Context: an optimization exercise on an open-source flow, tuned for a short achievable clock period and few clock cycles. The choices shown serve that exercise and are no tape-out recipe.
Where RTL was checked, it was by simulation tests only, not by an equivalence proof against the original.
For runs 2 to 5, only the layout was checked, not whether the RTL still works.
No activity file was given, so power comes from the tool's default toggle rates.

[run.sh]
#!/bin/bash
# synth_recipe.tcl (not shown) runs the flow's synth.tcl, then flattens the netlist and writes it again
# the make line also repeats each setting of config.mk as NAME=value (left out here)
make -C /OpenROAD-flow-scripts/flow DESIGN_CONFIG=/design/flow/config.mk WORK_HOME=/design/flow/orfs CLKGATE_MAP_FILE= SYNTH_SCRIPT=/design/flow/synth_recipe.tcl finish
[config.mk]
export PLATFORM = sky130hd
export DESIGN_NAME = core
export DESIGN_NICKNAME = core
export VERILOG_FILES = /design/flow/design.v
export SDC_FILE = /design/flow/constraint.sdc
export NUM_CORES = 4
export LEC_CHECK = 0
export ABC_CLOCK_PERIOD_IN_PS = 2000
export CAP_MARGIN = 20
export CORE_MARGIN = 2
export CORE_UTILIZATION = 40
export SETUP_SLACK_MARGIN = 3.5
export SLEW_MARGIN = 20
export TNS_END_PERCENT = 100
[constraint.sdc]
create_clock -name core_clock -period 6.0 [get_ports {clk}]
set_input_delay 1.2000 -clock core_clock [delete_from_list [all_inputs] [get_ports {clk}]]
set_output_delay 1.2000 -clock core_clock [all_outputs]
set_load 0.01 [all_outputs]
[design.v]
module bitty_add16 (
    input  [15:0] a,
    input  [15:0] b,
    input         cin,
    output [15:0] s,
    output        cout
);
    wire [15:0] p = a ^ b;
    wire [15:0] g0 = a & b;
    wire [15:0] g1, p1, g2, p2, g3, p3, g4, p4;
    wire [15:0] gi = {g0[15:1], g0[0] | (p[0] & cin)};
    genvar i;
    generate
        for (i = 0; i < 16; i = i + 1) begin : l1
            if (i >= 1) begin : a1
                assign g1[i] = gi[i] | (p[i] & gi[i-1]);
                assign p1[i] = p[i] & p[i-1];
            end else begin : b1
                assign g1[i] = gi[i];
                assign p1[i] = p[i];
            end
        end
        for (i = 0; i < 16; i = i + 1) begin : l2
            if (i >= 2) begin : a2
                assign g2[i] = g1[i] | (p1[i] & g1[i-2]);
                assign p2[i] = p1[i] & p1[i-2];
            end else begin : b2
                assign g2[i] = g1[i];
                assign p2[i] = p1[i];
            end
        end
        for (i = 0; i < 16; i = i + 1) begin : l3
            if (i >= 4) begin : a3
                assign g3[i] = g2[i] | (p2[i] & g2[i-4]);
                assign p3[i] = p2[i] & p2[i-4];
            end else begin : b3
                assign g3[i] = g2[i];
                assign p3[i] = p2[i];
            end
        end
        for (i = 0; i < 16; i = i + 1) begin : l4
            if (i >= 8) begin : a4
                assign g4[i] = g3[i] | (p3[i] & g3[i-8]);
                assign p4[i] = p3[i] & p3[i-8];
            end else begin : b4
                assign g4[i] = g3[i];
                assign p4[i] = p3[i];
            end
        end
    endgenerate
    assign s    = p ^ {g4[14:0], cin};
    assign cout = g4[15];
endmodule
module core (
    input clk,
    input reset,
    output [11:0] imem_addr,
    input [15:0] imem_data,
    output wb_valid,
    output [2:0] wb_reg,
    output [15:0] wb_data
);
    reg [11:0] fa;              
    reg        dv;              
    reg [11:0] dpc;             
    reg        dhit;            
    reg [3:0]  dmask;           
    reg        ev, e_alu, e_br;
    reg [2:0]  e_rx;
    reg [15:0] e_a, e_b;
    reg        e_fa, e_fb;      
    reg [7:0]  e_op;            
    reg [1:0]  e_cond;
    reg [11:0] e_tgt, e_fall, e_pc;
    reg        e_hit;
    reg [3:0]  e_mask;
    reg        vv;              
    reg [3:0]  v_mask;
    reg [11:0] v_fall;
    reg        r_act, r_len;    
    reg [11:0] r_key;
    reg [3:0]  r_mask;
    reg [15:0] R [0:7];
    reg [15:0] C;
    reg        wbv;
    reg [2:0]  wbr;
    reg        tv    [0:15];
    reg [7:0]  ttag  [0:15];
    reg [11:0] tnext [0:15];
    reg [3:0]  tmask [0:15];
    assign imem_addr = fa;
    assign wb_valid  = wbv;
    assign wb_reg    = wbr;
    assign wb_data   = C;
    wire c_hi0 = ~|C[15:2];
    wire [3:0] ccls = {~c_hi0, c_hi0 & C[1] & ~C[0], c_hi0 & ~C[1] & C[0], c_hi0 & ~C[1] & ~C[0]};
    wire mis_v = vv & ~|(v_mask & ccls);
    wire [15:0] a = e_fa ? C : e_a;
    wire [15:0] b = e_fb ? C : e_b;
    wire [15:0] r_add, r_sub;
    wire        c_add, c_sub;
    bitty_add16 u_add (.a(a), .b(b),  .cin(1'b0), .s(r_add), .cout(c_add));
    bitty_add16 u_sub (.a(a), .b(~b), .cin(1'b1), .s(r_sub), .cout(c_sub));
    wire        lt    = ~c_sub;
    wire        eq    = (a == b);
    wire        b_big = |b[15:4];
    wire [15:0] r_shl = b_big ? 16'd0 : (a << b[3:0]);
    wire [15:0] r_shr = b_big ? 16'd0 : (a >> b[3:0]);
    wire [15:0] r_cmp = {14'd0, lt, ~lt & ~eq};
    wire [15:0] res = ({16{e_op[0]}} & r_add)
                    | ({16{e_op[1]}} & r_sub)
                    | ({16{e_op[2]}} & (a & b))
                    | ({16{e_op[3]}} & (a | b))
                    | ({16{e_op[4]}} & (a ^ b))
                    | ({16{e_op[5]}} & r_shl)
                    | ({16{e_op[6]}} & r_shr)
                    | ({16{e_op[7]}} & r_cmp);
    wire e_commit = ev & ~mis_v;
    wire do_alu   = e_commit & e_alu;
    wire [3:0] cond_oh = 4'd1 << e_cond;
    wire taken   = e_br & |(cond_oh[2:0] & ccls[2:0]);
    wire e_ok    = |(e_mask & ccls);
    wire mis_e   = e_commit & ~e_alu & (e_hit ? ~e_ok : taken);
    wire mis     = mis_v | mis_e;
    wire [11:0] raddr = mis_v ? v_fall : (taken ? e_tgt : e_fall);
    wire [3:0] k_br  = ~e_br ? 4'b1111 : (taken ? cond_oh : ~cond_oh);
    wire [3:0] k_grp = k_br & ((e_hit & e_ok) ? e_mask : 4'b1111);
    wire [3:0]  fi   = fa[3:0];
    wire        hit  = tv[fi] & (ttag[fi] == fa[11:4]);
    wire [11:0] fa_next = mis ? raddr : hit ? tnext[fi] : fa + 12'd1;
    wire [1:0] fmt = imem_data[1:0];
    wire [2:0] rx  = imem_data[15:13];
    wire [2:0] ry  = imem_data[12:10];
    wire [2:0] d_opc = imem_data[4:2];
    wire       ex_wr = ev & e_alu;    
    integer i;
    always @(posedge clk or posedge reset) begin
        if (reset) begin
            fa <= 12'd0; dv <= 1'b0; dpc <= 12'd0; dhit <= 1'b0; dmask <= 4'd0;
            ev <= 1'b0; e_alu <= 1'b0; e_br <= 1'b0; e_rx <= 3'd0;
            e_a <= 16'd0; e_b <= 16'd0; e_fa <= 1'b0; e_fb <= 1'b0;
            e_op <= 8'd0; e_cond <= 2'd0; e_tgt <= 12'd0; e_fall <= 12'd0;
            e_pc <= 12'd0; e_hit <= 1'b0; e_mask <= 4'd0;
            vv <= 1'b0; v_mask <= 4'd0; v_fall <= 12'd0;
            r_act <= 1'b0; r_len <= 1'b0; r_key <= 12'd0; r_mask <= 4'd0;
            for (i = 0; i < 8; i = i + 1) R[i] <= 16'h0001;
            C <= 16'h0001;
            wbv <= 1'b0; wbr <= 3'd0;
            for (i = 0; i < 16; i = i + 1) begin
                tv[i] <= 1'b0; ttag[i] <= 8'd0; tnext[i] <= 12'd0; tmask[i] <= 4'd0;
            end
        end else begin
            fa    <= fa_next;
            dv    <= ~mis;
            dpc   <= fa;
            dhit  <= hit;
            dmask <= tmask[fi];
            ev     <= dv & ~mis;
            e_alu  <= ~fmt[1];
            e_br   <= (fmt == 2'b10) & (imem_data[3:2] != 2'b11);
            e_rx   <= rx;
            e_a    <= R[rx];
            e_b    <= fmt[0] ? {8'd0, imem_data[12:5]} : R[ry];
            e_fa   <= ex_wr & (e_rx == rx);
            e_fb   <= ex_wr & (e_rx == ry) & ~fmt[0];
            e_op   <= 8'd1 << d_opc;
            e_cond <= imem_data[3:2];
            e_tgt  <= imem_data[15:4];
            e_fall <= dpc + 12'd1;
            e_pc   <= dpc;
            e_hit  <= dhit;
            e_mask <= dmask;
            wbv <= do_alu;
            wbr <= e_rx;
            if (do_alu) begin
                C       <= res;
                R[e_rx] <= res;
            end
            vv     <= do_alu & e_hit;
            v_mask <= e_mask;
            v_fall <= e_fall;
            if (e_commit) begin
                if (e_alu) begin
                    if (r_act && r_len) begin
                        tv[r_key[3:0]]    <= 1'b1;
                        ttag[r_key[3:0]]  <= r_key[11:4];
                        tnext[r_key[3:0]] <= e_pc;
                        tmask[r_key[3:0]] <= r_mask;
                    end
                    r_act  <= 1'b1;
                    r_len  <= 1'b0;
                    r_key  <= e_pc;
                    r_mask <= 4'b1111;
                end else begin
                    r_act  <= 1'b1;
                    r_len  <= 1'b1;
                    if (!r_act) r_key <= e_pc;
                    r_mask <= (r_act ? r_mask : 4'b1111) & k_grp;
                end
            end
        end
    end
endmodule
==> results of run 1 <==
[what timing repair did]
action                                  in CTS  in global routing
pin swaps                                   89                 84
gates resized for setup                    630                547
cloned                                      43                 11
hold buffers                                 0                  0
buffers inserted                           240                 65
endpoints found under the setup margin     681                608
[cell usage after synthesis (10+ instances only)]
library cell	n
a21oi_1	122
xnor2_1	25
ha_1	54
o22ai_1	22
nand2_1	164
nand4_1	19
a22oi_1	97
clkbuf_1	160
a22o_1	34
and2_1	13
or2_2	19
or3_1	16
dfrtp_1	692
o211ai_1	22
mux2_2	470
buf_1	16
inv_1	80
a31oi_1	14
buf_2	47
nand3_1	58
xor2_1	13
mux2i_1	139
nand2b_1	15
o21ai_0	119
o31ai_1	10
o221ai_1	12
nor4_1	12
and3_1	16
nor2b_1	17
nor3_1	33
mux4_2	28
a221oi_1	37
a222oi_1	13
a221o_1	10
nor2_1	179
mux2_1	25
a211oi_1	38
[state kept, by name (all words and copies together), names as in the netlist, 4 cells and up]
register and cells:
C 16, R 128, dmask 4, dpc 12, e_a 16, e_b 16, e_fall 12, e_mask 4
e_op 8, e_pc 12, e_tgt 11, fa 12, r_key 12, r_mask 4, tmask 64, tnext 192
ttag 128, tv 16, v_fall 12, v_mask 4
[worst max path at each step]
stage / startpoint / to / slack [ps] / cells after the start
global placement: e_fb$_DFF_PP0_ / R[2][5]$_DFFE_PP0P_ / 1250 / 10
finish: e_fb$_DFF_PP0_ / R[2][14]$_DFFE_PP0P_ / 2310 / 10
detailed placement: e_fb$_DFF_PP0_ / R[3][5]$_DFFE_PP0P_ / 1220 / 10
CTS: e_fb$_DFF_PP0_ / R[4][14]$_DFFE_PP0P_ / 2320 / 14
global route: e_fa$_DFF_PP0_ / R[1][14]$_DFFE_PP0P_ / 2280 / 14
floorplan: reset / C[10]$_DFFE_PP0P_ / -4790 / 1
[cells by family after synthesis]
| logic type | synth area share, % |
|---|---|
| adder cells (fa/ha/maj) | 2.05 |
| AND/OR/NAND/NOR | 8.70 |
| flip-flops | 50.3 |
| AO/OA/AOI/OAI | 12.4 |
| XOR/XNOR | 0.955 |
| buffers and inverters | 3.64 |
| multiplexers | 21.9 |
[routing by layer]
layer / global-route usage (%) / part of all wire (%)
met5: 0 / 0
met4: 20.3 / 8.5
met3: 5.40 / 8.4
met2: 47.8 / 46
met1: 37.2 / 37
[worst register-to-register path, delay by kind of cell, from the launching register on]
| family | cells | cell delay (ps) |
|---|---|---|
| compound gates | 3 | 1350 |
| buf+inv | 2 | 320 |
| flops | 1 | 500 |
| mux | 1 | 180 |
| simple gates | 4 | 1270 |
[power by group through the flow]
stage / Sequential (mW) / Clock (mW) / Combinational, mW
after floorplan: 7.72 / 0 / 5.23
after global placement: 8.34 / 0 / 6.86
after detailed placement: 8.47 / 0 / 6.99
after CTS: 8.34 / 4.77 / 9.26
after global routing: 8.80 / 4.98 / 11.4
final: 8.62 / 4.77 / 10.9
[area by class of cell]
cell class	count	area (µm²)
clock buffers	106	2140
multi-input cells	2010	19800
clock inverters	30	340
well taps	1155	1450
diodes	3	7.51
fillers	6830	38700
repair buffers	488	6140
inverters	87	387
flip-flops and latches	701	17600
repair inverters	1	5.00
==> flow_summary_export.csv, run 1 <==
group,metric,value,unit
power,power.switching,9.31,mW
cells_and_area,stdcell_area,0.0479,mm²
detailed_routing,drtIter0Drc,3423,
floorplan,die_w,299,µm
critical_path,reg2reg_depth,10,
timing,fin_crit,3690,ps
critical_path,path_class,"flip-flop to flip-flop",
power,p_clk_share,19.7,%
timing,setup-tns-final,0,ps
cells_and_area,post-route-util,55.3,%
critical_path,required,6570,ps
grt,track_usage,29.9,%
floorplan,ios,50,
grt,grt_pass1_wl,198,mm
logic_synthesis,ys.flop_type,"dfrtp_1",
power,switching_share,38.3,%
logic_synthesis,postSynthCellCount,3019,
logic_synthesis,synth_edf_count,0,
run_status,status,"complete, no violations",
min_path,hold_end,"e_mask[1]$_DFF_PP0_",
critical_path,worst-r2r-setup-slack,2310,ps
min_path,holdPathStages,0,
clock_network,numCtsBuffers,75,
power,irDropWorstVdd,0.000325,V
timing,setup_viol,0,
detailed_routing,first_pass_iters,7,
critical_path,critPathBufInv,2,
power,p_seq_share,35.5,%
grt,grt_max_degree,123,
placed_design,dpl_cell_area,0.0373,mm²
critical_path,cp_cell_sequence,"buf_8, buf_4, nor4_1, nand4_1, o21a_1, nor2_2, nand3_1, o221ai_2, a311o_2, mux2_2",
grt,grt_pass1_vias,28800,
critical_path,cp.arrival,4260,ps
min_path,hold_path.class,"flip-flop to flip-flop",
logic_synthesis,ys_top_cells_by_area,"dfrtp_1 50%, mux2_2 15%, mux2i_1 4.0%",
timing,period_share,61.5,%
power,p_per_area,507,mW/mm²
floorplan,start_util,40.3,%
critical_path,critPathMaxStageDelay,570,ps
detailed_routing,route.detailed.drc,0,
clock_network,clkSlewWorstSetupHoldPaths,60,ps
critical_path,startpoint_type,"flip-flop",
critical_path,crit_slowest_cell,"o21a_1",
logic_synthesis,ys_ff_latch,701,
timing,rsz0062_at_grt,"true",
placed_design,dp.final_hpwl,74.4,mm
clock_network,numClockSinks,701,
timing,fin_hold_ws,347,ps
power,internal-power,15.0,mW
clock_network,cts_max_level,3,
timing,clock_skew,36.7,ps
clock_network,cts.path.max_buffers,3,
placed_design,place.gp.congestion,0.904,
detailed_routing,post_drt_wl_per_cell,31.4,µm
floorplan,die_y,299,µm
job,drv_cap,0,
critical_path,cp_max_fo,14,
logic_synthesis,syn-num-nets,3093,
timing,fmax,0.271,GHz
logic_synthesis,syn_area,0.0349,mm²
clock_network,clock_latency,670,ps
timing,worst_slack,2310,ps
logic_synthesis,ys_warn_count,6,
cells_and_area,nets,3438,
placed_design,port_buffers,49,
timing,finalHoldViolCount,0,
floorplan,num_rows,108,
logic_synthesis,ys_seq_area_share,50.3,%
min_path,min-delay-start,"dmask[1]$_DFF_PP0_",
clock_network,cts_tree,"done",
detailed_routing,wirelength,144,mm
logic_synthesis,ys_types,90,
critical_path,r2r-end,"R[2][14]$_DFFE_PP0P_",
placed_design,pre_cts_slack,1220,ps
logic_synthesis,yosysTopAreaCell,"dfrtp_1",
critical_path,cp_top_family,"compound AO/OA/AOI/OAI gates",
power,p_leak,20.7,nW
logic_synthesis,yosys.area.top_type_share,49.7,%
logic_synthesis,synthArstFlopShare,100,%
detailed_routing,postRouteAntennaNets,0,
cells_and_area,area_growth,37.3,%
power,combinationalPowerShare,44.9,%
grt,overflow,0,
cells_and_area,layout_commonest_cell,"dfrtp_1",
critical_path,cp-end-kind,"flip-flop",
cells_and_area,most-common-layout-cells,"663 x dfrtp_1, 407 x mux2_4, 191 x buf_4, 156 x nor2_1, 142 x nand2_1",
timing,maxSlewViolCount,0,
cells_and_area,final_cells,4581,
floorplan,fp.dieArea,0.0895,mm²
logic_synthesis,synth_area_per_cell,11.5,µm²
grt,antenna_found_initial,0,
detailed_routing,route.vias.total,29100,
timing,relSlewSlack,19.6,%
detailed_routing,avgViaCountPerCell,6.36,
floorplan,core,0.0866,mm²
power,power.total,24.3,mW
timing,worst_pin_slew,1210,ps
placed_design,place_inst,4083,
cells_and_area,drive_gt1_share,43.2,%
clock_network,clock-root-buffer,"clkbuf_16",
critical_path,reg2reg_from,"e_fb$_DFF_PP0_",
Testbench counts, summed over its fixed seeds: cycles 66,700.
==> run 2: changes to the inputs <==
--- a/design.v
+++ b/design.v
@@ -68,7 +68,6 @@
     reg        ev, e_alu, e_br;
     reg [2:0]  e_rx;
     reg [15:0] e_a, e_b;
-    reg        e_fa, e_fb;      
     reg [7:0]  e_op;            
     reg [1:0]  e_cond;
     reg [11:0] e_tgt, e_fall, e_pc;
@@ -95,8 +94,8 @@
     wire c_hi0 = ~|C[15:2];
     wire [3:0] ccls = {~c_hi0, c_hi0 & C[1] & ~C[0], c_hi0 & ~C[1] & C[0], c_hi0 & ~C[1] & ~C[0]};
     wire mis_v = vv & ~|(v_mask & ccls);
-    wire [15:0] a = e_fa ? C : e_a;
-    wire [15:0] b = e_fb ? C : e_b;
+    wire [15:0] a = e_a;
+    wire [15:0] b = e_b;
     wire [15:0] r_add, r_sub;
     wire        c_add, c_sub;
     bitty_add16 u_add (.a(a), .b(b),  .cin(1'b0), .s(r_add), .cout(c_add));
@@ -133,70 +132,69 @@
     wire [2:0] ry  = imem_data[12:10];
     wire [2:0] d_opc = imem_data[4:2];
     wire       ex_wr = ev & e_alu;    
+    wire       fwd_a = ex_wr & (e_rx == rx);
+    wire       fwd_b = ex_wr & (e_rx == ry);
     integer i;
     always @(posedge clk or posedge reset) begin
         if (reset) begin
-            fa <= 12'd0; dv <= 1'b0; dpc <= 12'd0; dhit <= 1'b0; dmask <= 4'd0;
-            ev <= 1'b0; e_alu <= 1'b0; e_br <= 1'b0; e_rx <= 3'd0;
-            e_a <= 16'd0; e_b <= 16'd0; e_fa <= 1'b0; e_fb <= 1'b0;
-            e_op <= 8'd0; e_cond <= 2'd0; e_tgt <= 12'd0; e_fall <= 12'd0;
-            e_pc <= 12'd0; e_hit <= 1'b0; e_mask <= 4'd0;
-            vv <= 1'b0; v_mask <= 4'd0; v_fall <= 12'd0;
-            r_act <= 1'b0; r_len <= 1'b0; r_key <= 12'd0; r_mask <= 4'd0;
+            fa <= 12'd0; dv <= 1'b0;
+            ev <= 1'b0;
+            vv <= 1'b0;
+            r_act <= 1'b0;
             for (i = 0; i < 8; i = i + 1) R[i] <= 16'h0001;
             C <= 16'h0001;
-            wbv <= 1'b0; wbr <= 3'd0;
-            for (i = 0; i < 16; i = i + 1) begin
-                tv[i] <= 1'b0; ttag[i] <= 8'd0; tnext[i] <= 12'd0; tmask[i] <= 4'd0;
-            end
+            wbv <= 1'b0;
+            for (i = 0; i < 16; i = i + 1) tv[i] <= 1'b0;
         end else begin
             fa    <= fa_next;
             dv    <= ~mis;
-            dpc   <= fa;
-            dhit  <= hit;
-            dmask <= tmask[fi];
             ev     <= dv & ~mis;
-            e_alu  <= ~fmt[1];
-            e_br   <= (fmt == 2'b10) & (imem_data[3:2] != 2'b11);
-            e_rx   <= rx;
-            e_a    <= R[rx];
-            e_b    <= fmt[0] ? {8'd0, imem_data[12:5]} : R[ry];
-            e_fa   <= ex_wr & (e_rx == rx);
-            e_fb   <= ex_wr & (e_rx == ry) & ~fmt[0];
-            e_op   <= 8'd1 << d_opc;
-            e_cond <= imem_data[3:2];
-            e_tgt  <= imem_data[15:4];
-            e_fall <= dpc + 12'd1;
-            e_pc   <= dpc;
-            e_hit  <= dhit;
-            e_mask <= dmask;
             wbv <= do_alu;
-            wbr <= e_rx;
             if (do_alu) begin
                 C       <= res;
                 R[e_rx] <= res;
             end
             vv     <= do_alu & e_hit;
-            v_mask <= e_mask;
-            v_fall <= e_fall;
             if (e_commit) begin
-                if (e_alu) begin
-                    if (r_act && r_len) begin
-                        tv[r_key[3:0]]    <= 1'b1;
-                        ttag[r_key[3:0]]  <= r_key[11:4];
-                        tnext[r_key[3:0]] <= e_pc;
-                        tmask[r_key[3:0]] <= r_mask;
-                    end
-                    r_act  <= 1'b1;
-                    r_len  <= 1'b0;
-                    r_key  <= e_pc;
-                    r_mask <= 4'b1111;
-                end else begin
-                    r_act  <= 1'b1;
-                    r_len  <= 1'b1;
-                    if (!r_act) r_key <= e_pc;
-                    r_mask <= (r_act ? r_mask : 4'b1111) & k_grp;
+                r_act <= 1'b1;
+                if (e_alu && r_act && r_len)
+                    tv[r_key[3:0]] <= 1'b1;
+            end
+        end
+    end
+    always @(posedge clk) begin
+        dpc    <= fa;
+        dhit   <= hit;
+        dmask  <= tmask[fi];
+        e_alu  <= ~fmt[1];
+        e_br   <= (fmt == 2'b10) & (imem_data[3:2] != 2'b11);
+        e_rx   <= rx;
+        e_a    <= fwd_a ? res : R[rx];
+        e_b    <= fmt[0] ? {8'd0, imem_data[12:5]} : fwd_b ? res : R[ry];
+        e_op   <= 8'd1 << d_opc;
+        e_cond <= imem_data[3:2];
+        e_tgt  <= imem_data[15:4];
+        e_fall <= dpc + 12'd1;
+        e_pc   <= dpc;
+        e_hit  <= dhit;
+        e_mask <= dmask;
+        wbr    <= e_rx;
+        v_mask <= e_mask;
+        v_fall <= e_fall;
+        if (e_commit) begin
+            if (e_alu) begin
+                if (r_act && r_len) begin
+                    ttag[r_key[3:0]]  <= r_key[11:4];
+                    tnext[r_key[3:0]] <= e_pc;
+                    tmask[r_key[3:0]] <= r_mask;
                 end
+                r_len  <= 1'b0;
+                r_key  <= e_pc;
+                r_mask <= 4'b1111;
+            end else begin
+                r_len  <= 1'b1;
+                if (!r_act) r_key <= e_pc;
+                r_mask <= (r_act ? r_mask : 4'b1111) & k_grp;
             end
         end
     end
==> run 2 against run 1 <==
  * Via count fell by 19%
  * Sequential power fell by 15%
  * Hold slack got worse by 7.1 ps
  * Flip-flop and latch count fell by 2
  * Setup slack improved by 550 ps
  * Largest power group unchanged
==> flow_summary_export.csv, run 2 <==
group,metric,value,unit
run_status,status,"complete, no violations",
critical_path,cp_max_fo,13,
grt,grt_pass1_vias,22800,
floorplan,num_rows,103,
logic_synthesis,ys.flop_type,"edfxtp_1",
critical_path,cp_cell_sequence,"bufbuf_16, inv_1, ha_1, a22oi_1, a21oi_1, a22oi_1, o21ai_1, o211ai_2, nor3_4, buf_12, mux2i_2, o21ai_0",
placed_design,dp.final_hpwl,56.8,mm
critical_path,crit_slowest_cell,"dfrtp_4",
logic_synthesis,synthAdderAreaFrac,2.45,%
timing,fmax,0.319,GHz
logic_synthesis,synth_area_per_cell,13.8,µm²
power,p_per_area,467,mW/mm²
timing,period_share,52.3,%
logic_synthesis,yosysMostFrequentCell,"edfxtp_1",
cells_and_area,area_growth,33.9,%
logic_synthesis,ys_top_cells_by_count,"401 x edfxtp_1, 177 x nand2_1, 168 x dfrtp_1, 135 x mux4_2, 124 x mux2_2",
floorplan,ios,50,
logic_synthesis,synthSimpleGateAreaFrac,6.82,%
critical_path,cp-end-kind,"flip-flop",
logic_synthesis,synthArstFlopShare,25.3,%
cells_and_area,drive_gt1_share,40.1,%
timing,relSlewSlack,14.8,%
clock_network,cts.path.max_buffers,3,
cells_and_area,antenna_cells,0,
min_path,hold_path.class,"flip-flop to flip-flop",
timing,fin_crit,3140,ps
detailed_routing,postRouteAntennaNets,0,
grt,grt_max_degree,94,
detailed_routing,route.vias.total,23500,
critical_path,cp.arrival,3630,ps
timing,maxSlewViolCount,0,
cells_and_area,stdcell_area,0.0425,mm²
placed_design,place.gp.congestion,0.928,
power,irDropWorstVdd,0.000259,V
detailed_routing,post_drt_wl_per_cell,30.2,µm
logic_synthesis,synth_edf_count,401,
logic_synthesis,synth-xor-area-share,1.13,%
logic_synthesis,syn-num-nets,2382,
logic_synthesis,ys_top_cells_by_area,"edfxtp_1 38%, dfrtp_1 13%, mux4_2 9.6%",
floorplan,die_y,286,µm
logic_synthesis,synth_mux_area_share,17.8,%
critical_path,startpoint_type,"flip-flop",
floorplan,die_w,286,µm
timing,clock_skew,51.4,ps
critical_path,crit_top_cell,"a22oi_1",
logic_synthesis,yosys.area.top_type_share,38.0,%
logic_synthesis,synth_compound_area_share,9.07,%
cells_and_area,largest_reg_flops,192,
clock_network,clock_latency,660,ps
clock_network,cts_tree,"done",
grt,grt_pass1_wl,161,mm
grt,overflow,0,
clock_network,clkSlewWorstSetupHoldPaths,60,ps
clock_network,numCtsBuffers,73,
job,drv_cap,0,
critical_path,cp_top_family,"compound AO/OA/AOI/OAI gates",
detailed_routing,wirelength,114,mm
grt,track_usage,26.8,%
power,p_leak,16.1,nW
clock_network,cts_max_level,3,
floorplan,start_util,40.3,%
critical_path,critPathBufInv,3,
cells_and_area,layout_commonest_cell,"edfxtp_1",
logic_synthesis,postSynthCellCount,2303,
clock_network,clock-root-buffer,"clkbuf_16",
critical_path,critPathMaxStageDelay,530,ps
placed_design,dpl_cell_area,0.0337,mm²
logic_synthesis,syn_area,0.0317,mm²
logic_synthesis,ys_seq_area_share,59.6,%
timing,setup-tns-final,0,ps
critical_path,path_class,"flip-flop to flip-flop",
timing,rsz0062_at_grt,"true",
timing,setup_viol,0,
floorplan,core,0.0787,mm²
cells_and_area,nets,2752,
floorplan,fp.dieArea,0.0815,mm²
detailed_routing,first_pass_iters,6,
detailed_routing,drtIter0Drc,2826,
timing,worst_pin_slew,1270,ps
logic_synthesis,ys_types,83,
cells_and_area,n_fill_cell,6205,
logic_synthesis,ys_ff_latch,699,
logic_synthesis,synth_top_family_by_area,"multiplexers",
grt,antenna_found_initial,1,
logic_synthesis,ys_warn_count,3,
timing,finalHoldViolCount,0,
detailed_routing,route.detailed.drc,0,
cells_and_area,most-common-layout-cells,"401 x edfxtp_1, 161 x nand2_1, 155 x dfrtp_1, 135 x mux4_2, 135 x buf_4",
clock_network,numClockSinks,699,
critical_path,required,6490,ps
logic_synthesis,yosysTopAreaCell,"edfxtp_1",
placed_design,port_buffers,49,
detailed_routing,avgViaCountPerCell,6.21,
## run 2: cell types whose count changed after synthesis, sizes merged, moves of 70 or more
cell    delta
dfxtp    +121
a22oi     -74
dfrtp    -524
edfxtp   +401
nor2      -70
mux2     -369
clkbuf    -79
mux4     +115
## run 2: per-layer routing
metal | global-route usage (%) | part of all wire [%] | wire, µm
met5 | 0 | 0.011 | 13
met1 | 34.8 | 37 | 42000
met2 | 43.6 | 47 | 53400
met3 | 4.87 | 9.3 | 10600
met4 | 12.8 | 7.2 | 8240
## run 2: power by group
| group | switching (mW) | internal, mW | leakage (nW) |
|---|---|---|---|
| registers | 1.10 | 6.25 | 6.79 |
| clock network | 1.99 | 2.47 | 1.14 |
| logic | 4.11 | 3.92 | 8.18 |
## run 2: layout make-up
cell class                      count  area, µm²  share of cell area [%]
Multi-Input combinational cell   1394      14100                    33.1
Clock inverter                     26        277                   0.651
Inverter                           88        370                   0.872
Tap cell                         1050       1310                    3.09
Clock buffer                      108       2070                    4.87
Sequential cell                   699      19000                    44.8
Timing Repair Buffer              415       5340                    12.6
Timing Repair inverter              2       11.3                  0.0265
## run 2: metrics by stage
step                      setup WS, ps  util, %  power, mW  hold slack [ps]  std cells
after detailed placement          1660     42.8       12.7              312       3297
after global routing              2800     53.9       20.5              344       3782
final                             2860     53.9       19.8              340       3782
after floorplan                   2540        -       10.9              310       2303
after CTS                         2970     52.0       18.9              343       3703
after global placement            1720     42.8       12.6              313       3297
## run 2: what timing repair did
item                                    CTS  global route
cloned                                   55            10
setup buffers                           217            69
hold buffers                              0             0
endpoints found under the setup margin  645           604
resized for setup                       568           201
pin swaps                                79            61
## run 2: kinds of logic (layout without fill, tap and decap cells)
logic type,count (synthesis),in the layout
multiplexers,366,366
adder cells (fa/ha/maj),61,61
AO/OA/AOI/OAI,440,443
XOR/XNOR,40,40
AND/OR/NAND/NOR,463,484
flip-flops,699,699
buffers and inverters,234,639
## run 2: worst paths after layout
kind | startpoint | slack, ps | endpoint | depth (start not counted)
max in group asynchronous | reset | 3740 | R[2][2]$_DFFE_PP0P_ | 3
worst min register to register | dmask[3]$_DFF_P_ | 340 | e_mask[3]$_DFF_P_ | 0
worst min-delay path | dmask[3]$_DFF_P_ | 340 | e_mask[3]$_DFF_P_ | 0
worst max-delay path | fa[0]$_DFF_PP0_ | 2860 | fa[11]$_DFF_PP0_ | 12
min in group asynchronous | reset | 1040 | R[3][13]$_DFFE_PP0P_ | 2
worst max register to register | fa[0]$_DFF_PP0_ | 2860 | fa[11]$_DFF_PP0_ | 12
==> run 3: changes to the inputs <==
--- a/design.v
+++ b/design.v
@@ -67,7 +67,8 @@
     reg [3:0]  dmask;           
     reg        ev, e_alu, e_br;
     reg [2:0]  e_rx;
-    reg [15:0] e_a, e_b;
+    reg [15:0] e_a, e_b, e_bx;
+    reg        e_sub;
     reg [7:0]  e_op;            
     reg [1:0]  e_cond;
     reg [11:0] e_tgt, e_fall, e_pc;
@@ -96,18 +97,16 @@
     wire mis_v = vv & ~|(v_mask & ccls);
     wire [15:0] a = e_a;
     wire [15:0] b = e_b;
-    wire [15:0] r_add, r_sub;
-    wire        c_add, c_sub;
-    bitty_add16 u_add (.a(a), .b(b),  .cin(1'b0), .s(r_add), .cout(c_add));
-    bitty_add16 u_sub (.a(a), .b(~b), .cin(1'b1), .s(r_sub), .cout(c_sub));
-    wire        lt    = ~c_sub;
+    wire [15:0] r_sum;
+    wire        c_out;
+    bitty_add16 u_add (.a(a), .b(e_bx), .cin(e_sub), .s(r_sum), .cout(c_out));
+    wire        lt    = ~c_out;
     wire        eq    = (a == b);
     wire        b_big = |b[15:4];
     wire [15:0] r_shl = b_big ? 16'd0 : (a << b[3:0]);
     wire [15:0] r_shr = b_big ? 16'd0 : (a >> b[3:0]);
     wire [15:0] r_cmp = {14'd0, lt, ~lt & ~eq};
-    wire [15:0] res = ({16{e_op[0]}} & r_add)
-                    | ({16{e_op[1]}} & r_sub)
+    wire [15:0] res = ({16{e_op[0] | e_op[1]}} & r_sum)
                     | ({16{e_op[2]}} & (a & b))
                     | ({16{e_op[3]}} & (a | b))
                     | ({16{e_op[4]}} & (a ^ b))
@@ -134,6 +133,8 @@
     wire       ex_wr = ev & e_alu;    
     wire       fwd_a = ex_wr & (e_rx == rx);
     wire       fwd_b = ex_wr & (e_rx == ry);
+    wire [15:0] d_b  = fmt[0] ? {8'd0, imem_data[12:5]} : fwd_b ? res : R[ry];
+    wire       d_sub = (d_opc == 3'd1) | (d_opc == 3'd7);
     integer i;
     always @(posedge clk or posedge reset) begin
         if (reset) begin
@@ -170,7 +171,9 @@
         e_br   <= (fmt == 2'b10) & (imem_data[3:2] != 2'b11);
         e_rx   <= rx;
         e_a    <= fwd_a ? res : R[rx];
-        e_b    <= fmt[0] ? {8'd0, imem_data[12:5]} : fwd_b ? res : R[ry];
+        e_b    <= d_b;
+        e_bx   <= d_sub ? ~d_b : d_b;
+        e_sub  <= d_sub;
         e_op   <= 8'd1 << d_opc;
         e_cond <= imem_data[3:2];
         e_tgt  <= imem_data[15:4];
==> run 3 against run 2 <==
  * Still clean
  * Synthesized cell count increased by 1.9%
  * Setup slack got worse by 110 ps
  * Sequential share of layout area grew 0.83 points
  * Utilization shrank 0.068 points
  * Critical path type unchanged
  * Critical endpoint is now fa[3]$_DFF_PP0_
  * Highest routed layer is now met4
==> flow_summary_export.csv, run 3 <==
group,metric,value,unit
run_status,status,"complete, no violations",
clock_network,cts_tree,"done",
floorplan,ios,50,
detailed_routing,avgViaCountPerCell,5.96,
logic_synthesis,syn_area,0.0317,mm²
cells_and_area,most-common-layout-cells,"401 x edfxtp_1, 190 x nand2_1, 162 x mux4_2, 156 x dfrtp_1, 116 x buf_4",
floorplan,fp.dieArea,0.0816,mm²
logic_synthesis,ys_seq_area_share,60.7,%
logic_synthesis,ys_top_cells_by_area,"edfxtp_1 38%, dfrtp_1 13%, mux4_2 12%",
detailed_routing,post_drt_wl_per_cell,27.9,µm
grt,antenna_found_initial,4,
grt,grt_pass1_wl,148,mm
logic_synthesis,synthArstFlopShare,24.7,%
cells_and_area,post-route-util,53.9,%
detailed_routing,postRouteAntennaNets,0,
logic_synthesis,yosysMostFrequentCell,"edfxtp_1",
cells_and_area,nets,2753,
critical_path,crit_top_cell,"mux2i_1",
detailed_routing,drtIter0Drc,2585,
floorplan,die_w,286,µm
critical_path,cp-end-kind,"flip-flop",
floorplan,core,0.0787,mm²
critical_path,cp_cell_sequence,"buf_12, buf_6, mux4_2, xor2_1, a2111oi_2, a21oi_1, a211oi_2, nand4_1, a2111oi_4, buf_4, buf_8, mux2i_1, mux2i_1",
floorplan,start_util,40.3,%
timing,worst_pin_slew,1050,ps
critical_path,cp.arrival,3740,ps
clock_network,numClockSinks,716,
logic_synthesis,ys.flop_type,"edfxtp_1",
critical_path,crit_slowest_cell,"dfrtp_4",
clock_network,ctsHoldBuffers,0,
cells_and_area,area_growth,33.7,%
critical_path,critPathMaxStageDelay,510,ps
timing,setup_viol,0,
detailed_routing,route.vias.total,22600,
logic_synthesis,ys_ff_latch,716,
detailed_routing,wirelength,106,mm
timing,setup-tns-final,0,ps
cells_and_area,largest_reg_flops,192,
critical_path,required,6490,ps
cells_and_area,layout_commonest_cell,"edfxtp_1",
power,switching_share,34.1,%
logic_synthesis,ys_types,86,
logic_synthesis,synth_area_per_cell,13.5,µm²
power,power.switching,6.22,mW
critical_path,path_class,"flip-flop to flip-flop",
job,drv_cap,0,
timing,relSlewSlack,30.2,%
timing,period_share,54.2,%
grt,grt_max_degree,147,
detailed_routing,route.detailed.drc,0,
critical_path,worst-r2r-setup-slack,2750,ps
power,p_leak,15.8,nW
clock_network,clkSlewWorstSetupHoldPaths,70,ps
timing,clock_skew,76.2,ps
logic_synthesis,ys_top_cells_by_count,"401 x edfxtp_1, 209 x nand2_1, 168 x dfrtp_1, 162 x mux4_2, 152 x nor2_1",
timing,maxSlewViolCount,0,
critical_path,cp_max_fo,6,
grt,grt_pass1_vias,21800,
clock_network,clock_latency,660,ps
clock_network,clock-root-buffer,"clkbuf_16",
min_path,hold_path.class,"flip-flop to flip-flop",
power,internal-power,12.0,mW
timing,fmax,0.308,GHz
clock_network,cts_max_level,3,
power,combinationalPowerShare,35.5,%
timing,finalHoldViolCount,0,
timing,fin_crit,3250,ps
floorplan,die_y,286,µm
logic_synthesis,postSynthCellCount,2346,
grt,overflow,0,
placed_design,port_buffers,49,
power,p_clk_share,25.4,%
power,irDropWorstVdd,0.000322,V
logic_synthesis,yosysTopAreaCell,"edfxtp_1",
critical_path,startpoint_type,"flip-flop",
logic_synthesis,ys_warn_count,3,
placed_design,dp.final_hpwl,59.3,mm
timing,rsz0062_at_grt,"true",
cells_and_area,drive_gt1_share,39.1,%
critical_path,critPathBufInv,4,
logic_synthesis,yosys.area.top_type_share,38.0,%
placed_design,place.gp.congestion,0.897,
critical_path,cp_top_family,"compound AO/OA/AOI/OAI gates",
power,p_per_area,430,mW/mm²
grt,track_usage,24.5,%
detailed_routing,first_pass_iters,8,
clock_network,cts.path.max_buffers,3,
logic_synthesis,synth_edf_count,401,
floorplan,num_rows,103,
logic_synthesis,syn-num-nets,2419,
power,p_seq_share,39.2,%
clock_network,numCtsBuffers,74,
==> run 3: repair_timing <==
| item | in CTS | in global routing |
|---|---|---|
| setup endpoints to repair | 667 | 704 |
| gates resized for setup | 468 | 320 |
| setup buffers | 182 | 80 |
| gates cloned | 39 | 25 |
| pin swaps | 70 | 114 |
==> run 3: layer usage <==
layer,up-vias,GRT usage [%],wire length (µm)
li1,9538,-,-
met1,11600,32.1,40800
met2,1178,40.0,50500
met3,318,3.98,8230
met4,0,11.5,6320
met5,-,0,0
==> run 3: logic make-up (layout without fill, tap and decap cells) <==
logic type	count (synthesis)	in the layout	share of synthesized area [%]
other cells	0	2	0
buf+inv	225	601	2.93
xor+xnor	61	61	1.68
compound gates	446	447	8.61
simple gates	538	556	7.71
fa+ha+maj	55	55	2.22
flops	716	716	60.7
mux	305	305	16.2
==> run 3: area by class of cell <==
cell class	instances	area (µm²)
clock inverter	30	323
tap	1050	1310
sequential	716	19300
antenna	2	5.00
multi-input combinational	1424	13700
fill	6208	36300
inverter	66	285
timing repair buffer	398	5330
clock buffer	107	2160
==> run 3: worst paths after layout <==
path | from | cells after the start | to
setup / recovery | fa[0]$_DFF_PP0_ | 13 | fa[3]$_DFF_PP0_
hold / removal | dmask[0]$_DFF_P_ | 0 | e_mask[0]$_DFF_P_
setup reg to reg | fa[0]$_DFF_PP0_ | 13 | fa[3]$_DFF_PP0_
hold reg to reg | dmask[0]$_DFF_P_ | 0 | e_mask[0]$_DFF_P_
max in group asynchronous | reset | 3 | R[3][0]$_DFFE_PP1P_
min in group asynchronous | reset | 2 | R[1][15]$_DFFE_PP0P_
==> run 3: through the flow <==
step | setup WS, ps | cells | hold slack, ps | power, mW | cell area, µm²
detailed placement | 1400 | 3328 | 314 | 11.4 | 33500
CTS | 2780 | 3686 | 330 | 17.4 | 39800
finish | 2750 | 3793 | 332 | 18.2 | 42400
global route | 2640 | 3791 | 335 | 18.9 | 42400
floorplan | 2370 | 2346 | 310 | 9.77 | 32300
global placement | 1480 | 3328 | 314 | 11.3 | 33500
==> run 3: power by group through the flow <==
stage	combinational, mW	clock [mW]	sequential (mW)
6_report	6.46	4.62	7.14
4_1_cts	5.67	4.67	7.08
3_5_place_dp	4.14	0	7.30
2_1_floorplan	3.06	0	6.71
3_3_place_gp	4.09	0	7.26
5_1_grt	6.77	4.89	7.22
==> run 4: changes to the inputs <==
--- a/design.v
+++ b/design.v
@@ -60,14 +60,17 @@
     output [2:0] wb_reg,
     output [15:0] wb_data
 );
-    reg [11:0] fa;              
+    localparam NT = 8;          
+    reg [11:0] fa_out;          
+    reg [11:0] fa_n;            
+    wire [11:0] fa = ~fa_n;
     reg        dv;              
     reg [11:0] dpc;             
     reg        dhit;            
     reg [3:0]  dmask;           
     reg        ev, e_alu, e_br;
     reg [2:0]  e_rx;
-    reg [15:0] e_a, e_b, e_bx;
+    reg [15:0] e_a, e_b, e_bx;  
     reg        e_sub;
     reg [7:0]  e_op;            
     reg [1:0]  e_cond;
@@ -81,17 +84,20 @@
     reg [11:0] r_key;
     reg [3:0]  r_mask;
     reg [15:0] R [0:7];
-    reg [15:0] C;
+    reg [15:0] C_n;             
+    reg [15:0] wbd;             
     reg        wbv;
     reg [2:0]  wbr;
-    reg        tv    [0:15];
-    reg [7:0]  ttag  [0:15];
-    reg [11:0] tnext [0:15];
-    reg [3:0]  tmask [0:15];
-    assign imem_addr = fa;
+    reg          tv    [0:NT-1];
+    reg [11:0]   tkey  [0:NT-1];
+    reg [11:0]   tnext [0:NT-1];
+    reg [3:0]    tmask [0:NT-1];
+    reg [$clog2(NT)-1:0] tptr;        
+    assign imem_addr = fa_out;
     assign wb_valid  = wbv;
     assign wb_reg    = wbr;
-    assign wb_data   = C;
+    assign wb_data   = wbd;
+    wire [15:0] C = ~C_n;
     wire c_hi0 = ~|C[15:2];
     wire [3:0] ccls = {~c_hi0, c_hi0 & C[1] & ~C[0], c_hi0 & ~C[1] & C[0], c_hi0 & ~C[1] & ~C[0]};
     wire mis_v = vv & ~|(v_mask & ccls);
@@ -123,9 +129,26 @@
     wire [11:0] raddr = mis_v ? v_fall : (taken ? e_tgt : e_fall);
     wire [3:0] k_br  = ~e_br ? 4'b1111 : (taken ? cond_oh : ~cond_oh);
     wire [3:0] k_grp = k_br & ((e_hit & e_ok) ? e_mask : 4'b1111);
-    wire [3:0]  fi   = fa[3:0];
-    wire        hit  = tv[fi] & (ttag[fi] == fa[11:4]);
-    wire [11:0] fa_next = mis ? raddr : hit ? tnext[fi] : fa + 12'd1;
+    reg  [NT-1:0] m;            
+    reg  [NT-1:0] u;            
+    reg  [11:0]   t_next;
+    reg  [3:0]    t_mask;
+    integer k;
+    always @(*) begin
+        t_next = 12'd0;
+        t_mask = 4'd0;
+        for (k = 0; k < NT; k = k + 1) begin
+            m[k] = tv[k] & (tkey[k] == fa);
+            u[k] = tv[k] & (tkey[k] == r_key);
+            t_next = t_next | ({12{m[k]}} & tnext[k]);
+            t_mask = t_mask | ({4{m[k]}} & tmask[k]);
+        end
+    end
+    wire        hit  = |m;
+    wire [11:0] fa_next = mis ? raddr : hit ? t_next : fa + 12'd1;
+    wire          install = e_commit & e_alu & r_act & r_len;
+    wire          upd     = |u;
+    wire [NT-1:0] wsel    = upd ? u : ({{(NT-1){1'b0}}, 1'b1} << tptr);
     wire [1:0] fmt = imem_data[1:0];
     wire [2:0] rx  = imem_data[15:13];
     wire [2:0] ry  = imem_data[12:10];
@@ -138,35 +161,40 @@
     integer i;
     always @(posedge clk or posedge reset) begin
         if (reset) begin
-            fa <= 12'd0; dv <= 1'b0;
+            fa_out <= 12'd0; fa_n <= 12'hfff; dv <= 1'b0;
             ev <= 1'b0;
             vv <= 1'b0;
             r_act <= 1'b0;
             for (i = 0; i < 8; i = i + 1) R[i] <= 16'h0001;
-            C <= 16'h0001;
+            C_n <= 16'hfffe;
+            wbd <= 16'h0001;
             wbv <= 1'b0;
-            for (i = 0; i < 16; i = i + 1) tv[i] <= 1'b0;
+            for (i = 0; i < NT; i = i + 1) tv[i] <= 1'b0;
+            tptr <= 0;
         end else begin
-            fa    <= fa_next;
-            dv    <= ~mis;
+            fa_out <= fa_next;
+            fa_n   <= ~fa_next;
+            dv     <= ~mis;
             ev     <= dv & ~mis;
             wbv <= do_alu;
             if (do_alu) begin
-                C       <= res;
+                C_n     <= ~res;
+                wbd     <= res;
                 R[e_rx] <= res;
             end
             vv     <= do_alu & e_hit;
-            if (e_commit) begin
-                r_act <= 1'b1;
-                if (e_alu && r_act && r_len)
-                    tv[r_key[3:0]] <= 1'b1;
+            if (e_commit) r_act <= 1'b1;
+            if (install) begin
+                for (i = 0; i < NT; i = i + 1)
+                    if (wsel[i]) tv[i] <= 1'b1;
+                if (!upd) tptr <= tptr + 1'b1;
             end
         end
     end
     always @(posedge clk) begin
         dpc    <= fa;
         dhit   <= hit;
-        dmask  <= tmask[fi];
+        dmask  <= t_mask;
         e_alu  <= ~fmt[1];
         e_br   <= (fmt == 2'b10) & (imem_data[3:2] != 2'b11);
         e_rx   <= rx;
@@ -184,13 +212,16 @@
         wbr    <= e_rx;
         v_mask <= e_mask;
         v_fall <= e_fall;
+        if (install) begin
+            for (i = 0; i < NT; i = i + 1)
+                if (wsel[i]) begin
+                    tkey[i]  <= r_key;
+                    tnext[i] <= e_pc;
+                    tmask[i] <= r_mask;
+                end
+        end
         if (e_commit) begin
             if (e_alu) begin
-                if (r_act && r_len) begin
-                    ttag[r_key[3:0]]  <= r_key[11:4];
-                    tnext[r_key[3:0]] <= e_pc;
-                    tmask[r_key[3:0]] <= r_mask;
-                end
                 r_len  <= 1'b0;
                 r_key  <= e_pc;
                 r_mask <= 4'b1111;
==> run 4 against run 3 <==
  * Setup slack gained 260 ps
  * Cell count rose by 1.6%
  * Clock-buffer cell count shrank 15
  * Critical path depth is 2 lower
  * Clock power decreased by 13%
  * Synthesized cell count rose by 4.2%
  * Power shrank 14%
  * Combinational power down 14%
  * Utilization rose by 3.5 points
  * Flip-flop and latch count is 137 lower
  * Via count grew 2.9%
==> flow_summary_export.csv, run 4 <==
group,metric,value,unit
cells_and_area,most-common-layout-cells,"241 x edfxtp_1, 194 x nand2_1, 181 x buf_4, 159 x dfrtp_1, 136 x buf_6",
job,drv_cap,0,
timing,maxSlewViolCount,0,
clock_network,clock_latency,650,ps
critical_path,cp_cell_sequence,"buf_4, xnor2_1, nand3_1, or4_4, nand4_1, nor4_4, buf_4, nand3_2, buf_6, a21oi_4, buf_12",
grt,grt_pass1_vias,22700,
grt,antenna_found_initial,4,
logic_synthesis,yosysTopAreaCell,"edfxtp_1",
cells_and_area,area_growth,41.5,%
timing,fmax,0.335,GHz
critical_path,startpoint_type,"flip-flop",
clock_network,clkSlewWorstSetupHoldPaths,60,ps
floorplan,start_util,40.6,%
logic_synthesis,ys_top_cells_by_count,"241 x edfxtp_1, 236 x nand2_1, 164 x dfrtp_1, 140 x nor2_1, 138 x dfxtp_1",
floorplan,ios,50,
critical_path,worst-r2r-setup-slack,3010,ps
timing,period_share,49.8,%
run_status,status,"complete, no violations",
power,power.total,15.7,mW
power,p_clk_share,25.6,%
floorplan,die_w,268,µm
clock_network,ctsHoldBuffers,0,
clock_network,clock-root-buffer,"clkbuf_16",
critical_path,cp.arrival,3300,ps
floorplan,die_y,268,µm
cells_and_area,stdcell_area,0.0396,mm²
timing,rsz0062_at_grt,"true",
timing,setup_viol,0,
cells_and_area,n_fill_cell,5285,
floorplan,num_rows,96,
power,switching_share,35.0,%
critical_path,critPathBufInv,4,
logic_synthesis,syn_area,0.0280,mm²
clock_network,cts.path.max_buffers,3,
logic_synthesis,synth_compound_area_share,12.0,%
logic_synthesis,postSynthCellCount,2444,
cells_and_area,seqCellArea,0.0151,mm²
timing,clock_skew,51.0,ps
logic_synthesis,synth_edf_count,241,
cells_and_area,nets,2945,
timing,relSlewSlack,49.2,%
placed_design,dpl_cell_area,0.0298,mm²
logic_synthesis,synth_area_per_cell,11.4,µm²
logic_synthesis,synth-xor-area-share,7.39,%
critical_path,required,6310,ps
logic_synthesis,ys_warn_count,6,
logic_synthesis,synthAdderAreaFrac,2.65,%
logic_synthesis,ys_types,83,
timing,worst_pin_slew,761,ps
clock_network,cts_max_level,2,
power,power.switching,5.49,mW
cells_and_area,post-route-util,57.4,%
power,irDropWorstVdd,0.000313,V
placed_design,dp.final_hpwl,56.3,mm
power,p_seq_share,39.0,%
logic_synthesis,ys.flop_type,"edfxtp_1",
clock_network,numClockSinks,579,
timing,finalHoldViolCount,0,
detailed_routing,first_pass_iters,9,
critical_path,cp_top_family,"simple AND/OR/NAND/NOR gates",
logic_synthesis,synth_top_family_by_area,"compound AO/OA/AOI/OAI gates",
critical_path,path_class,"flip-flop to flip-flop",
timing,setup-tns-final,0,ps
grt,overflow,0,
detailed_routing,postRouteAntennaNets,0,
detailed_routing,route.vias.total,23300,
critical_path,critPathMaxStageDelay,570,ps
logic_synthesis,yosysMostFrequentCell,"edfxtp_1",
logic_synthesis,yosys.area.top_type_share,25.9,%
placed_design,port_buffers,49,
grt,grt_max_degree,135,
floorplan,fp.dieArea,0.0720,mm²
floorplan,core,0.0689,mm²
logic_synthesis,syn-num-nets,2520,
logic_synthesis,ys_ff_latch,579,
detailed_routing,drtIter0Drc,2722,
cells_and_area,drive_gt1_share,40.0,%
detailed_routing,avgViaCountPerCell,6.04,
clock_network,numCtsBuffers,61,
logic_synthesis,synthArstFlopShare,34.5,%
critical_path,cp_max_fo,14,
power,combinationalPowerShare,35.3,%
logic_synthesis,ys_seq_area_share,53.8,%
cells_and_area,largest_reg_flops,128,
critical_path,crit_slowest_cell,"nor4_4",
cells_and_area,layout_commonest_cell,"edfxtp_1",
critical_path,crit_top_cell,"buf_4",
power,p_per_area,397,mW/mm²
detailed_routing,post_drt_wl_per_cell,27.1,µm
critical_path,cp-end-kind,"flip-flop",
min_path,hold_path.class,"flip-flop to flip-flop",
detailed_routing,wirelength,105,mm
logic_synthesis,synth_mux_area_share,9.65,%
detailed_routing,route.detailed.drc,0,
logic_synthesis,synthSimpleGateAreaFrac,11.1,%
timing,fin_crit,2990,ps
grt,grt_pass1_wl,148,mm
power,internal-power,10.2,mW
grt,track_usage,27.7,%
power,p_leak,15.5,nW
cells_and_area,multi_input_area,0.0149,mm²
placed_design,place.gp.congestion,0.885,
clock_network,cts_tree,"done",
logic_synthesis,ys_top_cells_by_area,"edfxtp_1 26%, dfrtp_1 15%, dfxtp_1 9.9%",
## run 4: cell types whose count changed in the layout (fill, tap and decap cells not counted), sizes merged, moves of 50 or more
cell,before,now
xor2,21,109
mux4,162,45
edfxtp,401,241
buf,341,445
o21ai,174,124
a22oi,9,68
xnor2,40,127
## run 4: path summary, 6_finish.rpt
path / start / to / cells past startpoint
max in group asynchronous: reset / wbd[11]$_DFFE_PP0N_ / 3
worst max-delay path: r_key[4]$_DFFE_PP_ / tmask[6][1]$_DFFE_PP_ / 11
min in group asynchronous: reset / wbd[9]$_DFFE_PP0N_ / 2
worst min-delay path: dmask[1]$_DFF_P_ / e_mask[1]$_DFF_P_ / 0
worst min register to register: dmask[1]$_DFF_P_ / e_mask[1]$_DFF_P_ / 0
worst max register to register: r_key[4]$_DFFE_PP_ / tmask[6][1]$_DFFE_PP_ / 11
## run 4: stage by stage
step           instances  worst slack, ps  hold WS (ps)
3_5_place_dp        3317             1380           314
6_report            3854             3010           325
3_3_place_gp        3315             1440           317
4_1_cts             3791             3050           327
5_1_grt             3853             2950           333
2_1_floorplan       2444             2240           310
## run 4: logic make-up after synthesis
family                     count (synthesis)
and+or+nand+nor                          632
DFF                                      579
adders and majority gates                 58
buffers and inverters                    227
AOI/OAI and AO/OA                        508
muxes                                    204
xor gates and xnor gates                 236
## run 4: power by group through the flow
stage	combinational (mW)	clock, mW	sequential (mW)
6_report	5.54	4.03	6.13
4_1_cts	4.94	4.05	6.02
2_1_floorplan	2.56	0	5.63
3_3_place_gp	3.17	0	6.26
3_5_place_dp	3.24	0	6.29
5_1_grt	5.82	4.20	6.21
## run 4: area by class of cell
type	count	area share, %
antenna	1	0.00632
clock buffer	92	4.72
clock inverter	24	0.756
inverter	79	0.882
multi-input combinational	1659	37.8
sequential	579	38.3
tap	931	2.94
timing repair buffer	486	14.5
timing repair inverter	3	0.0980
## run 4: routing by layer
metal / track usage, % / routed length, µm / vias up
li1: - / - / 9818
met2: 42.4 / 46200 / 1381
met1: 39.1 / 43500 / 11800
met4: 10.1 / 4950 / 2
met5: 0 / 13 / -
met3: 5.37 / 9910 / 309
## run 4: timing repair
item / CTS / global route
buffers inserted: 316 / 54
gates resized for setup: 681 / 279
gates cloned: 42 / 8
setup endpoints to repair: 521 / 494
pin swaps: 127 / 100
==> run 5: changes to the inputs <==
--- a/design.v
+++ b/design.v
@@ -83,6 +83,12 @@
     reg        r_act, r_len;    
     reg [11:0] r_key;
     reg [3:0]  r_mask;
+    reg        i_v;             
+    reg [11:0] i_key, i_next;
+    reg [3:0]  i_mask;
+    reg        k_v;
+    reg [2:0]  k_rx;
+    reg [15:0] k_a, k_cn;
     reg [15:0] R [0:7];
     reg [15:0] C_n;             
     reg [15:0] wbd;             
@@ -121,6 +127,7 @@
                     | ({16{e_op[7]}} & r_cmp);
     wire e_commit = ev & ~mis_v;
     wire do_alu   = e_commit & e_alu;
+    wire ex_alu   = ev & e_alu;       
     wire [3:0] cond_oh = 4'd1 << e_cond;
     wire taken   = e_br & |(cond_oh[2:0] & ccls[2:0]);
     wire e_ok    = |(e_mask & ccls);
@@ -139,7 +146,7 @@
         t_mask = 4'd0;
         for (k = 0; k < NT; k = k + 1) begin
             m[k] = tv[k] & (tkey[k] == fa);
-            u[k] = tv[k] & (tkey[k] == r_key);
+            u[k] = tv[k] & (tkey[k] == i_key);
             t_next = t_next | ({12{m[k]}} & tnext[k]);
             t_mask = t_mask | ({4{m[k]}} & tmask[k]);
         end
@@ -147,7 +154,7 @@
     wire        hit  = |m;
     wire [11:0] fa_next = mis ? raddr : hit ? t_next : fa + 12'd1;
     wire          install = e_commit & e_alu & r_act & r_len;
-    wire          upd     = |u;
+    wire          upd     = |u;       
     wire [NT-1:0] wsel    = upd ? u : ({{(NT-1){1'b0}}, 1'b1} << tptr);
     wire [1:0] fmt = imem_data[1:0];
     wire [2:0] rx  = imem_data[15:13];
@@ -165,6 +172,8 @@
             ev <= 1'b0;
             vv <= 1'b0;
             r_act <= 1'b0;
+            i_v <= 1'b0;
+            k_v <= 1'b0;
             for (i = 0; i < 8; i = i + 1) R[i] <= 16'h0001;
             C_n <= 16'hfffe;
             wbd <= 16'h0001;
@@ -177,14 +186,19 @@
             dv     <= ~mis;
             ev     <= dv & ~mis;
             wbv <= do_alu;
-            if (do_alu) begin
+            if (ex_alu) begin
                 C_n     <= ~res;
                 wbd     <= res;
                 R[e_rx] <= res;
-            end
+            end else if (k_v) begin
+                C_n     <= k_cn;
+                R[k_rx] <= k_a;
+            end
+            k_v <= mis_v & ex_alu;
             vv     <= do_alu & e_hit;
             if (e_commit) r_act <= 1'b1;
-            if (install) begin
+            i_v <= install;
+            if (i_v) begin
                 for (i = 0; i < NT; i = i + 1)
                     if (wsel[i]) tv[i] <= 1'b1;
                 if (!upd) tptr <= tptr + 1'b1;
@@ -212,12 +226,18 @@
         wbr    <= e_rx;
         v_mask <= e_mask;
         v_fall <= e_fall;
-        if (install) begin
+        k_rx   <= e_rx;
+        k_a    <= e_a;
+        k_cn   <= C_n;
+        i_key  <= r_key;
+        i_next <= e_pc;
+        i_mask <= r_mask;
+        if (i_v) begin
             for (i = 0; i < NT; i = i + 1)
                 if (wsel[i]) begin
-                    tkey[i]  <= r_key;
-                    tnext[i] <= e_pc;
-                    tmask[i] <= r_mask;
+                    tkey[i]  <= i_key;
+                    tnext[i] <= i_next;
+                    tmask[i] <= i_mask;
                 end
         end
         if (e_commit) begin
==> run 5 against run 4 <==
  * Critical path type unchanged
  * Utilization fell by 2.7 points
  * Maximum frequency rose by 5.2%
  * Synthesized area rose by 4.1%
  * Combinational power fell by 8.8%
  * Via count fell by 1.4%
  * Highest routed layer unchanged
  * Power rose by 1.2%
  * Register-to-register slack improved by 150 ps
==> flow_summary_export.csv, run 5 <==
group,metric,value,unit
power,irDropWorstVdd,0.000267,V
cells_and_area,post-route-util,54.7,%
logic_synthesis,syn_area,0.0291,mm²
cells_and_area,largest_reg_flops,128,
timing,fin_crit,2840,ps
job,drv_cap,0,
timing,finalHoldViolCount,0,
grt,grt_max_degree,149,
detailed_routing,postRouteAntennaNets,0,
logic_synthesis,ys_top_cells_by_area,"edfxtp_1 25%, dfrtp_1 14%, dfxtp_1 14%",
min_path,hold_path.class,"flip-flop to flip-flop",
logic_synthesis,synth_edf_count,241,
cells_and_area,area_growth,34.8,%
logic_synthesis,yosys.area.top_type_share,24.9,%
logic_synthesis,yosysMostFrequentCell,"nand2_1",
placed_design,place.gp.congestion,0.933,
grt,grt_pass1_wl,143,mm
floorplan,die_y,274,µm
floorplan,fp.dieArea,0.0750,mm²
clock_network,numCtsBuffers,69,
cells_and_area,layout_commonest_cell,"edfxtp_1",
detailed_routing,wirelength,101,mm
clock_network,clock_latency,620,ps
timing,setup-tns-final,0,ps
clock_network,clock-root-buffer,"clkbuf_16",
power,p_leak,15.3,nW
timing,maxSlewViolCount,0,
logic_synthesis,ys_top_cells_by_count,"244 x nand2_1, 241 x edfxtp_1, 198 x dfxtp_1, 176 x o21ai_0, 166 x dfrtp_1",
grt,antenna_found_initial,2,
clock_network,numClockSinks,641,
clock_network,ctsHoldBuffers,0,
logic_synthesis,yosysTopAreaCell,"edfxtp_1",
logic_synthesis,ys_ff_latch,641,
logic_synthesis,ys_types,86,
critical_path,path_class,"flip-flop to flip-flop",
floorplan,num_rows,98,
logic_synthesis,ys_warn_count,6,
logic_synthesis,ys.flop_type,"edfxtp_1",
detailed_routing,drtIter0Drc,2283,
power,p_per_area,405,mW/mm²
floorplan,ios,50,
logic_synthesis,synthArstFlopShare,31.5,%
cells_and_area,antenna_cells,0,
detailed_routing,route.vias.total,22900,
logic_synthesis,syn-num-nets,2598,
critical_path,cp.arrival,3330,ps
timing,relSlewSlack,40.4,%
clock_network,cts_max_level,3,
cells_and_area,most-common-layout-cells,"241 x edfxtp_1, 229 x buf_4, 227 x nand2_1, 165 x dfrtp_1, 158 x dfxtp_1",
timing,period_share,47.3,%
timing,fmax,0.352,GHz
floorplan,die_w,274,µm
detailed_routing,route.detailed.drc,0,
cells_and_area,final_cells,3907,
floorplan,core,0.0717,mm²
cells_and_area,drive_gt1_share,34.3,%
floorplan,start_util,40.6,%
critical_path,startpoint_type,"flip-flop",
timing,rsz0062_at_grt,"true",
logic_synthesis,synth_area_per_cell,11.5,µm²
grt,track_usage,25.4,%
detailed_routing,post_drt_wl_per_cell,25.7,µm
logic_synthesis,postSynthCellCount,2522,
critical_path,cp-end-kind,"flip-flop",
clock_network,cts.path.max_buffers,3,
clock_network,cts_tree,"done",
timing,setup_viol,0,
grt,grt_pass1_vias,22500,
run_status,status,"complete, no violations",
critical_path,cp_max_fo,3,
timing,worst_pin_slew,893,ps
placed_design,port_buffers,49,
clock_network,clkSlewWorstSetupHoldPaths,60,ps
logic_synthesis,ys_seq_area_share,56.0,%
placed_design,dp.final_hpwl,56.5,mm
critical_path,required,6490,ps
cells_and_area,nets,2977,
timing,fin_hold_ws,324,ps
placed_design,place_inst,3411,
detailed_routing,first_pass_iters,5,
detailed_routing,avgViaCountPerCell,5.87,
grt,overflow,0,
timing,clock_skew,30.9,ps
-- run 5: changes by cell type in the layout (fill, tap and decap cells not counted), sizes merged, moves of 9 or more --
cell / before / now
o21ai: 124 / 202
dfxtp: 138 / 198
buf: 445 / 396
mux2: 75 / 31
nor2: 144 / 101
o21a: 8 / 33
nor2b: 19 / 33
clkdlybuf4s15: 8 / 21
a22oi: 68 / 56
o31ai: 13 / 2
nand2: 236 / 246
a221oi: 25 / 34
xnor2: 127 / 136
-- run 5: worst paths after layout --
path / start / endpoint / slack, ps / cells after the start
setup / recovery: e_a[0]$_DFF_P_ / e_bx[0]$_DFF_P_ / 3160 / 13
hold / removal: dmask[0]$_DFF_P_ / e_mask[0]$_DFF_P_ / 320 / 0
setup reg to reg: e_a[0]$_DFF_P_ / e_bx[0]$_DFF_P_ / 3160 / 13
hold reg to reg: dmask[0]$_DFF_P_ / e_mask[0]$_DFF_P_ / 320 / 0
max in group asynchronous: reset / wbd[4]$_DFFE_PP0P_ / 4110 / 3
min in group asynchronous: reset / R[2][7]$_DFFE_PP0P_ / 1220 / 3
-- run 5: routing by layer --
| metal | global-route usage [%] | up-vias | part of all wire, % |
|---|---|---|---|
| li1 | - | 9979 | - |
| met5 | 0 | - | 0.013 |
| met2 | 41.7 | 1106 | 48 |
| met4 | 11.5 | 2 | 5.1 |
| met1 | 33.4 | 11600 | 40 |
| met3 | 3.41 | 282 | 7.3 |
-- run 5: cell families (layout without fill, tap and decap cells) --
group | after synthesis | in the layout | share of synthesized area [%]
AOI/OAI and AO/OA | 597 | 598 | 13.4
xor gates and xnor gates | 239 | 239 | 7.19
adders and majority gates | 58 | 58 | 2.54
buffers and inverters | 236 | 657 | 3.39
DFF | 641 | 641 | 56.0
muxes | 158 | 158 | 7.64
and+or+nand+nor | 593 | 606 | 9.86
-- run 5: critical path, stage by stage, from the launching register on --
cell	delay (ps)
dfxtp_4	360
fa_2	370
inv_2	70
fa_2	230
nor2b_4	60
o21ai_2	190
a211oi_2	90
buf_4	170
o32ai_4	280
buf_4	180
o221a_4	220
nor2_1	70
o31a_1	280
xnor2_1	150
-- run 5: power by group --
group | total [mW] | internal [mW] | switching (mW)
Clock | 4.38 | 2.55 | 1.83
Sequential | 6.45 | 5.58 | 0.865
Combinational | 5.05 | 2.43 | 2.62
-- run 5: cell type report --
type | instances | area, µm²
clock inverter | 28 | 322
fill | 5785 | 32500
timing repair buffer | 444 | 4800
sequential | 641 | 16500
inverter | 86 | 338
multi-input combinational | 1659 | 14100
clock buffer | 99 | 2020
tap | 950 | 1190
-- run 5: stage by stage --
step / setup WS [ps] / total power [mW] / cell area [µm²]
2_1_floorplan: 2210 / 8.38 / 29500
6_report: 3160 / 15.9 / 39200
4_1_cts: 3170 / 15.0 / 37000
3_5_place_dp: 2060 / 9.62 / 30700
3_3_place_gp: 2080 / 9.53 / 30700
5_1_grt: 3130 / 16.5 / 39200
-- run 5: repair_timing --
action | 4_1_cts | 5_1_grt
resized for setup | 457 | 314
pin swaps | 116 | 156
gates cloned | 14 | 7
endpoints found under the setup margin | 521 | 485
endpoints found under the hold margin | 0 | 0
setup buffers | 232 | 116

## static timing again, ports no longer ideal
The flow's constraints put no driver on any port. The routed layouts listed below were extracted and timed again, unchanged, in two steps.
Step 1: set_driving_cell puts a clkbuf_16 on clk and a buf_2 on each other input, an assumption about the parent block.
Step 2, shift: input delay + t, output delay - t, t = (earliest + latest rising clock arrival at the registers) / 2. This alone moves slack from input paths to output paths.
Three values: ideal ports, drivers, drivers and shift; two values: the first two.
run | t (ns) | setup WS [ns] | worst setup path at the end
run 1 | 0.714 | 2.310 / 2.310 / 2.310 | register to register
run 2 | 0.692 | 2.862 / 2.862 / 2.709 | input to register
run 3 | 0.674 | 2.749 / 2.749 / 2.607 | input to register
run 4 | 0.691 | 3.013 / 3.013 / 2.655 | input to register
run 5 | 0.663 | 3.161 / 3.161 / 2.617 | input to register
After both steps every run listed still meets setup and hold. The setup slack of run 5, which loses most, moves by 0.000 ns with the drivers and by -0.544 ns with both steps.
